From an optimization exercise on the open Yosys and OpenROAD flow, aimed at small area; shortcuts taken in it are not production practice. For this run, only the layout was checked, not whether the RTL still works.

File: flow/config.mk
export PLATFORM = sky130hd
export DESIGN_NAME = dds_core
export DESIGN_NICKNAME = dds_core
export VERILOG_FILES = /design/flow/design.v
export SDC_FILE = /design/flow/constraint.sdc
export NUM_CORES = 4
export LEC_CHECK = 0
export CAP_MARGIN = 20
export CORE_MARGIN = 2
export CORE_UTILIZATION = 40
export PLACE_DENSITY = 0.6
export SLEW_MARGIN = 20
File: flow/constraint.sdc
create_clock -name core_clock -period 15.0 [get_ports {clk}]
set_input_delay 3.0000 -clock core_clock [delete_from_list [all_inputs] [get_ports {clk}]]
set_output_delay 3.0000 -clock core_clock [all_outputs]
set_load 0.01 [all_outputs]
File: flow/design.v
module BTN_IF (
    input       wire      Fg_CLK,
    input       wire      Ext_RESETn,
    input       wire      iExtBtn,
    output      wire[2:0] oIntBtn
);
    reg [24:0]          rCnt;  
    reg [2:0]           rIntBtn;
    localparam Delay_Time = 25'd2400;
    assign oIntBtn = (rIntBtn[2] & ~rIntBtn[1] & (rCnt == 25'd0)) ? 1'd1 : 1'd0;
    always @(posedge Fg_CLK or negedge Ext_RESETn) begin    : u_rCNT
    if (~Ext_RESETn) begin
        rCnt <= 25'd0;
    end
    else begin   
        if(rCnt == 25'd0) begin
            rCnt <= (oIntBtn == 1'd1) ? 25'd1 : 25'd0;  
        end
        else begin 
            rCnt <= (rCnt != Delay_Time) ? rCnt+25'd1 : 25'd0;
        end
    end
    end
    always @(posedge Fg_CLK or negedge Ext_RESETn) begin  : u_rIntBtn
    if (~Ext_RESETn) begin
        rIntBtn <= 3'b111;
    end
    else    begin
        rIntBtn <=  {rIntBtn[1],rIntBtn[0],iExtBtn};
    end
    end
endmodule
module SamplingCtrl (
    input   wire    Fg_CLK,
    input   wire    [2:0]oIntBtn,
    input   wire    Fg_RESETn,
    output  wire    DDSEnable,  
    output  wire    DDSReady,
    output  wire    [2:0]DDSMode
);
    reg [2:0] rDDSMode;
    reg [13:0]rValue;
    reg [13:0] rCnt;
    reg rDDSEnable;
    reg begin_ready;
    reg rDDSReady;
    reg [6:0] rCnt_Ready;
    reg rPulse_In;
    assign  DDSMode = rDDSMode;
    assign  DDSReady = rDDSReady;
    assign  DDSEnable = rDDSEnable;
    always @(posedge Fg_CLK or negedge  Fg_RESETn) begin  : u_rCnt
        if (~Fg_RESETn) begin
            rCnt <= 13'd0;
        end
        else    begin
        rCnt <= (rCnt < rValue) ? rCnt + 13'd1 : 13'd0;
    end
    end
    always @(posedge Fg_CLK or negedge Fg_RESETn) begin : u_rValue
    if(~Fg_RESETn) begin
            rValue <= 13'd0;
    end
    else begin
            case (rDDSMode)
                0: rValue   <=  0;
                1: rValue   <=  9;
                2: rValue   <=  99;
                3: rValue   <=  999;
                4:rValue    <=  9999;
                default: rValue <= 0;
            endcase
    end
    end
    always @(posedge Fg_CLK or negedge Fg_RESETn) begin : u_rDDSEnable
    if (~Fg_RESETn) begin
        rDDSEnable <= 1'd0;
    end
    else begin
        rDDSEnable <= (rCnt == rValue) ? 1 : 0;
    end
    end
    always @(posedge Fg_CLK or negedge  Fg_RESETn) begin : u_rDDSMode
    if(~Fg_RESETn) begin
        rDDSMode <= 3'd0;
    end
    else begin
    if((oIntBtn && rDDSMode == 0) || (rDDSEnable && rPulse_In)) begin
        rDDSMode <= (rDDSMode < 3'd4) ? rDDSMode + 3'd1 : 3'd0;
    end
    end 
    end
    always @(posedge Fg_CLK or negedge  Fg_RESETn) begin : u_rPulse_In
    if(~Fg_RESETn) begin
        rPulse_In <= 1'd0;
    end
    else begin
        if(oIntBtn) begin
            rPulse_In <= 1'd1;
        end
            else if (rDDSEnable == 1) begin
                rPulse_In <= 1'd0;
            end
            else
                rPulse_In = rPulse_In;
    end
    end
    always @(posedge Fg_CLK or negedge Fg_RESETn) begin : u_rbegin_ready
    if (!Fg_RESETn) begin
        begin_ready <= 1'd1;
    end else begin
        begin_ready <= (rCnt_Ready < 80 &&  begin_ready == 1) ? 1'd1 : 0;
    end
    end
    always @(posedge Fg_CLK or negedge Fg_RESETn) begin : u_rCnt_Ready
    if (~Fg_RESETn) begin
        rCnt_Ready <= 7'd0;
    end
    else begin
        if (begin_ready == 1'd1) begin
            rCnt_Ready <= (rCnt_Ready < 80) ? rCnt_Ready + 7'd1 :  7'd0;
        end
    end
    end
    always @(posedge Fg_CLK or negedge Fg_RESETn) begin : u_rDDSReady
    if (~Fg_RESETn) begin
        rDDSReady <= 1'd0;
    end
    else begin 
        if(rCnt_Ready < 80) begin
            rDDSReady <= 1'd0;
        end 
        else    begin
            rDDSReady <= 1'd1;
        end
    end
    end
endmodule
module Oscillator(
    input   wire        Fg_CLK,
    input   wire        Fg_RESETn,
    input   wire        DDSEnable,
    input   wire        DDSReady,
    input   wire[31:0]  init_1,
    input   wire[31:0]  init_2,
    output  wire[31:0]  out_1, 
    output  wire[31:0]  out_2
); 
reg [31:0] r_out_1;
reg [31:0] r_out_2;
reg [31:0] r_out1_a;
reg [31:0] r_out;
reg [31:0] a;
reg [63:0] c;
assign  out_1 = r_out_1;
assign  out_2 = r_out_2;
always @(posedge Fg_CLK or negedge Fg_RESETn) begin :u_r_out_1
    if (~Fg_RESETn) begin
        r_out_1 <= 0;
    end
    else if(DDSReady) begin
        r_out_1 <= init_1;  
    end
    else if(DDSEnable) begin
        r_out_1 <= r_out;
    end
end
always @(posedge Fg_CLK or negedge  Fg_RESETn) begin : u_r_out_2
    if (~Fg_RESETn) begin
        r_out_2 <= 0;
    end
    else if(DDSReady) begin
        r_out_2 <= 0;
    end
    else if(DDSEnable) begin
        r_out_2 <= r_out_1;
    end
end
always @(posedge Fg_CLK or negedge  Fg_RESETn) begin    
    if (~Fg_RESETn) begin
        a <= 0;
    end
    else if(DDSReady) begin
        a <= init_2; 
    end
end
always @(*) begin 
   c <= $signed(a)*$signed(r_out_1);
    r_out1_a <= c[60:29];
end
always @(*) begin 
    r_out <= r_out1_a - r_out_2;
end
endmodule
module Interpolator (
    input   wire        Fg_CLK,
    input   wire        Fg_RESETn,
    input   wire [31:0] out_1,   
    input   wire [31:0] out_2,  
    input   wire [2:0]  DDSMode,
    input   wire        DDSEnable,
    output  wire [11:0] InterpOut
);
    reg [31:0] N;
    reg [63:0] delta;
    reg [32:0] Out;
    reg [11:0] rInterpOut;
    reg Enable_delay;
    assign  InterpOut = rInterpOut;
    always @(posedge Fg_CLK or negedge Fg_RESETn) begin 
    if (~Fg_RESETn) begin
        N <= 0;
    end
        else    begin
            case (DDSMode)
                0: N <= 32'd1; 
                1: N <= 32'd53687091;    
                2: N <= 32'd5368709;
                3: N <= 32'd536870;
                4: N <= 32'd53687;
                default: N <= 32'd1;
            endcase
        end
    end
    always @(*) begin
         delta <= $signed(out_1-out_2) * $signed(N);
    end
    always @(posedge Fg_CLK or negedge Fg_RESETn) begin 
    if (~Fg_RESETn) begin
        Enable_delay <= 0;
    end
    else
        Enable_delay <= DDSEnable;
    end
    always @(posedge Fg_CLK or negedge Fg_RESETn) begin
    if(~Fg_RESETn) begin
        Out <= 0;
    end
    else begin 
        if (Enable_delay) begin    
            Out <= out_2;
        end
         else begin
            Out <= $signed(Out) + delta[60:29];
        end
    end
    end
    always @(posedge Fg_CLK or negedge Fg_RESETn) begin
    if (~Fg_RESETn) begin
        rInterpOut <= 0;
    end
    else    
        rInterpOut <= Out[29:18]; 
    end
endmodule
module dds_core (
    input   wire        clk,         
    input   wire        rst_n,       
    input   wire        btn,         
    output  wire [11:0] dac_out,     
    output  wire [2:0]  mode         
);
    wire    [2:0]oIntBtn;
    wire    wDDSEnable;
    wire    [2:0]wDDSMode;
    wire    wDDSReady;
    wire    [31:0]wout_1;
    wire    [31:0]wout_2;
    wire    [11:0]wOUT;
    assign dac_out = wOUT;
    assign mode    = wDDSMode;
    BTN_IF m_BtnIf (
        .iExtBtn(btn),
        .Fg_CLK(clk),
        .oIntBtn(oIntBtn),
        .Ext_RESETn(rst_n)
    );
    SamplingCtrl m_samp(
        .Fg_CLK(clk),
        .oIntBtn(oIntBtn),
        .Fg_RESETn(rst_n),
        .DDSEnable(wDDSEnable),
        .DDSReady(wDDSReady),
        .DDSMode(wDDSMode)
    );
    Oscillator m_osc(
        .Fg_CLK(clk),
        .Fg_RESETn(rst_n),
        .DDSEnable(wDDSEnable),
        .DDSReady(wDDSReady),
        .init_1(32'd96878045), 
        .init_2(32'd1054193702), 
        .out_1(wout_1),
        .out_2(wout_2)
    );
    Interpolator m_interp(
        .Fg_CLK(clk),
        .Fg_RESETn(rst_n),
        .out_1(wout_1),
        .out_2(wout_2),
        .DDSMode(wDDSMode),
        .DDSEnable(wDDSEnable),
        .InterpOut(wOUT)
    );
endmodule
File: flow/run.sh
#!/bin/bash
# synth_recipe.tcl (not shown) runs the flow's synth.tcl, then flattens the netlist and writes it again
# the make line also repeats each setting of config.mk as NAME=value (left out here)
make -C /OpenROAD-flow-scripts/flow DESIGN_CONFIG=/design/flow/config.mk WORK_HOME=/design/flow/orfs CLKGATE_MAP_FILE= SYNTH_SCRIPT=/design/flow/synth_recipe.tcl finish
==> flow_summary.yaml <==
clocking:
  cts_tree: "yes"
  root_buffer: "clkbuf_16"
  cts_hold_buf: 0
  clk_pin_slew_ns: 0.09
  htree_num_levels: 4
  cts_resized: 0
  post_cts_buffers: 0
  max-clock-path-buffers: 2
  clock_latency_ns: 0.48
  cts_buffers: 17
  numClockSinks: 178
global_routing:
  grt_pass1_vias: 40010
  grt_pass1_wl_um: 234700
  grt_usage: 0.2245
  grt_overflow: 0
  grt_max_degree: 111
  antenna_found_initial: 1
timing:
  max-slew-margin-rel: 0.2862
  worst_slack_ns: 2.512
  finalMaxSlewViolations: 0
  tns_ns: 0
  fmax_mhz: 80.08
  setup-violations-final: 0
  finalClockSkew_ns: 0.01853
  hold_viol: 0
  grt_setup_unrepaired: "false"
  whs_ns: 0.3584
  tightest_slew_ns: 1.065
  post-route-period-util: 0.8325
  fin_crit_ns: 12.49
setup_path:
  crit_path_end_kind: "flop"
  critPathLaunchType: "flop"
  cp.required_ns: 15.33
  crit_fanout: 8
  critPathMostFrequentCell: "fa_1"
  crit_slowest_cell: "fa_1"
  critPathMaxStageDelay_ns: 0.60
  worstPathArrival_ns: 12.82
  crit_type: "reg2reg"
die:
  core_um2: 133500
  num_rows: 134
  floorplan.initialDensity: 0.4028
  die_h_um: 370.6
  ios: 18
  die_width_um: 370.6
  die_area_um2: 137400
routing:
  detail-route-antenna-nets: 0
  viasPerCell: 5.024
  vias: 36310
  wl_um: 146800
  wl_per_cell_um: 20.32
  drtIter0Drc: 2203
  drcViolationCount: 0
  dr.pass1.iters: 5
finish:
  layout_common_cells: "inv_1, fa_1, ha_1"
  postLayoutCellArea_um2: 56740
  final_util: 0.4252
  final_common_cell: "inv_1"
  final_cell_count_no_fill: 7227
  area_delta_synth_final_pct: 5.548
  nets: 7361
  drive_gt1_frac: 0.02528
yosys:
  syn_nets: 7379
  synth_warnings: 4
  netlist_area_um2: 53760
  syn_area_per_cell_um2: 9.839
  ys_types: 88
  ys.flop_type: "dfrtp_1"
  synth-seq-cells: 178
  yosys.area_share.simple: 0.08437
  synth_compound_area_frac: 0.06468
  synth_edf_count: 0
  synth_top_family_by_area: "adder cells"
  synthXorXnorAreaFrac: 0.03221
  yosys.area_share.adder: 0.6084
  async_flop_share: 1.000
  ys_seq_area_frac: 0.08295
  synthMuxAreaShare: 0.01080
  synthCells: 5464
hold_path:
  min_path_type: "reg2reg"
place:
  dp.cells: 7195
  dp_hpwl_um: 127800
  io_buffers: 17
  pre_cts_slack_ns: 2.602
  place.gp.congestion: 0.9459
  placed_area_um2: 56150
outcome:
  outcome: "finished clean"
flow_run:
  maxCapViolations: 0
==> state kept, by name (all words and copies together) (netlist names) <==
name / flops
m_samp.rValue: 3
m_osc.a: 1
m_samp.rDDSReady: 1
m_samp.rDDSMode: 3
m_interp.Enable_delay: 1
m_samp.rPulse_In: 1
m_osc.r_out_1: 32
m_interp.N: 11
m_samp.rCnt: 14
m_interp.rInterpOut: 12
m_samp.rDDSEnable: 1
m_samp.begin_ready: 1
m_samp.rCnt_Ready: 7
m_BtnIf.rIntBtn: 3
m_interp.Out: 30
m_osc.r_out_2: 32
m_BtnIf.rCnt: 25
==> synth_stat cells (6+ instances only) <==
cell type | count | area [um2]
mux2i_1 | 49 | 490.5
xor2_1 | 61 | 534.3
and3_1 | 15 | 93.84
o21bai_1 | 22 | 165.2
nand2b_1 | 48 | 300.3
o31ai_1 | 8 | 60.06
o21ai_0 | 120 | 600.6
nor2_1 | 163 | 611.8
a211oi_1 | 19 | 142.6
clkbuf_1 | 91 | 341.6
or2_2 | 6 | 37.54
nand3_1 | 46 | 230.2
inv_1 | 1561 | 5859
and2_1 | 185 | 1157
o21a_1 | 27 | 202.7
a31oi_1 | 14 | 87.58
nor3_1 | 31 | 155.2
fa_1 | 1170 | 23420
o21ai_1 | 21 | 105.1
nand4_1 | 33 | 206.5
nor2b_1 | 41 | 256.5
ha_1 | 742 | 9284
nand2_1 | 313 | 1175
or3_1 | 12 | 75.07
a21oi_1 | 137 | 685.7
a21o_1 | 72 | 540.5
nor4_1 | 8 | 50.05
o211ai_1 | 8 | 60.06
xnor2_1 | 133 | 1165
dfrtp_1 | 174 | 4354
a211o_1 | 8 | 70.07
and4_1 | 7 | 61.31
==> layer usage <==
layer,routed length [um],global-route usage
met1,64360,0.3094
met2,69380,0.3697
met3,8610,0.03226
met4,4489,0.06026
met5,0,0
==> final timing paths <==
kind / start / endpoint / slack, ns / cells after the start
worst max-delay path: m_osc.r_out_2[1] / m_interp.Out[29] / 2.51 / 49
min in group asynchronous: rst_n / m_BtnIf.rCnt[23] / 2.66 / 1
worst max register to register: m_osc.r_out_2[1] / m_interp.Out[29] / 2.51 / 49
worst min register to register: m_BtnIf.rIntBtn[0] / m_BtnIf.rIntBtn[1] / 0.36 / 0
max in group asynchronous: rst_n / m_osc.a[1] / 10.92 / 2
worst min-delay path: m_BtnIf.rIntBtn[0] / m_BtnIf.rIntBtn[1] / 0.36 / 0
==> logic make-up (layout without fill, tap and decap cells) <==
logic type,count (synthesis),in the layout
flip-flops,178,178
buffers and inverters,1666,1660
multiplexers,57,57
AND/OR/NAND/NOR,924,924
other,0,1
adder cells (fa/ha/maj),1912,1912
XOR/XNOR,196,196
AO/OA/AOI/OAI,531,531
==> final cells by class <==
type | count | area (um2)
Antenna cell | 1 | 2.502
Clock buffer | 17 | 425.4
Clock inverter | 14 | 161.4
Fill cell | 13210 | 76710
Inverter | 1567 | 5882
Multi-Input combinational cell | 3620 | 43080
Sequential cell | 178 | 4472
Tap cell | 1768 | 2212
Timing Repair Buffer | 62 | 511.7
==> worst max-delay path: cells and delay by family, from the launching register on <==
kind | cells | cell delay (ns)
multiplexers | 1 | 0.40
AO/OA/AOI/OAI | 21 | 4.40
adder cells (fa/ha/maj) | 10 | 4.60
flip-flops | 1 | 0.46
buffers and inverters | 5 | 0.54
XOR/XNOR | 4 | 0.53
AND/OR/NAND/NOR | 8 | 1.39

==> afterwards: timing with drivers on the ports <==
The flow's constraints put no driver on any port. The routed layout listed below was extracted and timed again, unchanged, in two steps. Step 1 assumes that a clkbuf_16 drives the clock port and a buf_2 every other input. Step 2 adds t to the input delays and takes it off the output delays; t is the mean of the earliest and latest rising clock arrival at the registers after step 1. Input paths then give back, and output paths get back, about the clock's delay inside the block. Slacks: ideal ports / drivers / drivers and shift; pairs: ideal ports / drivers.
t (ns): 0.534
setup slack, ns: 2.512 / 2.512 / 2.512
worst setup path after step 2: register to register
After both steps this run still meets setup and hold. The setup slack of this run moves by 0.000 ns with the drivers and by 0.000 ns with both steps.
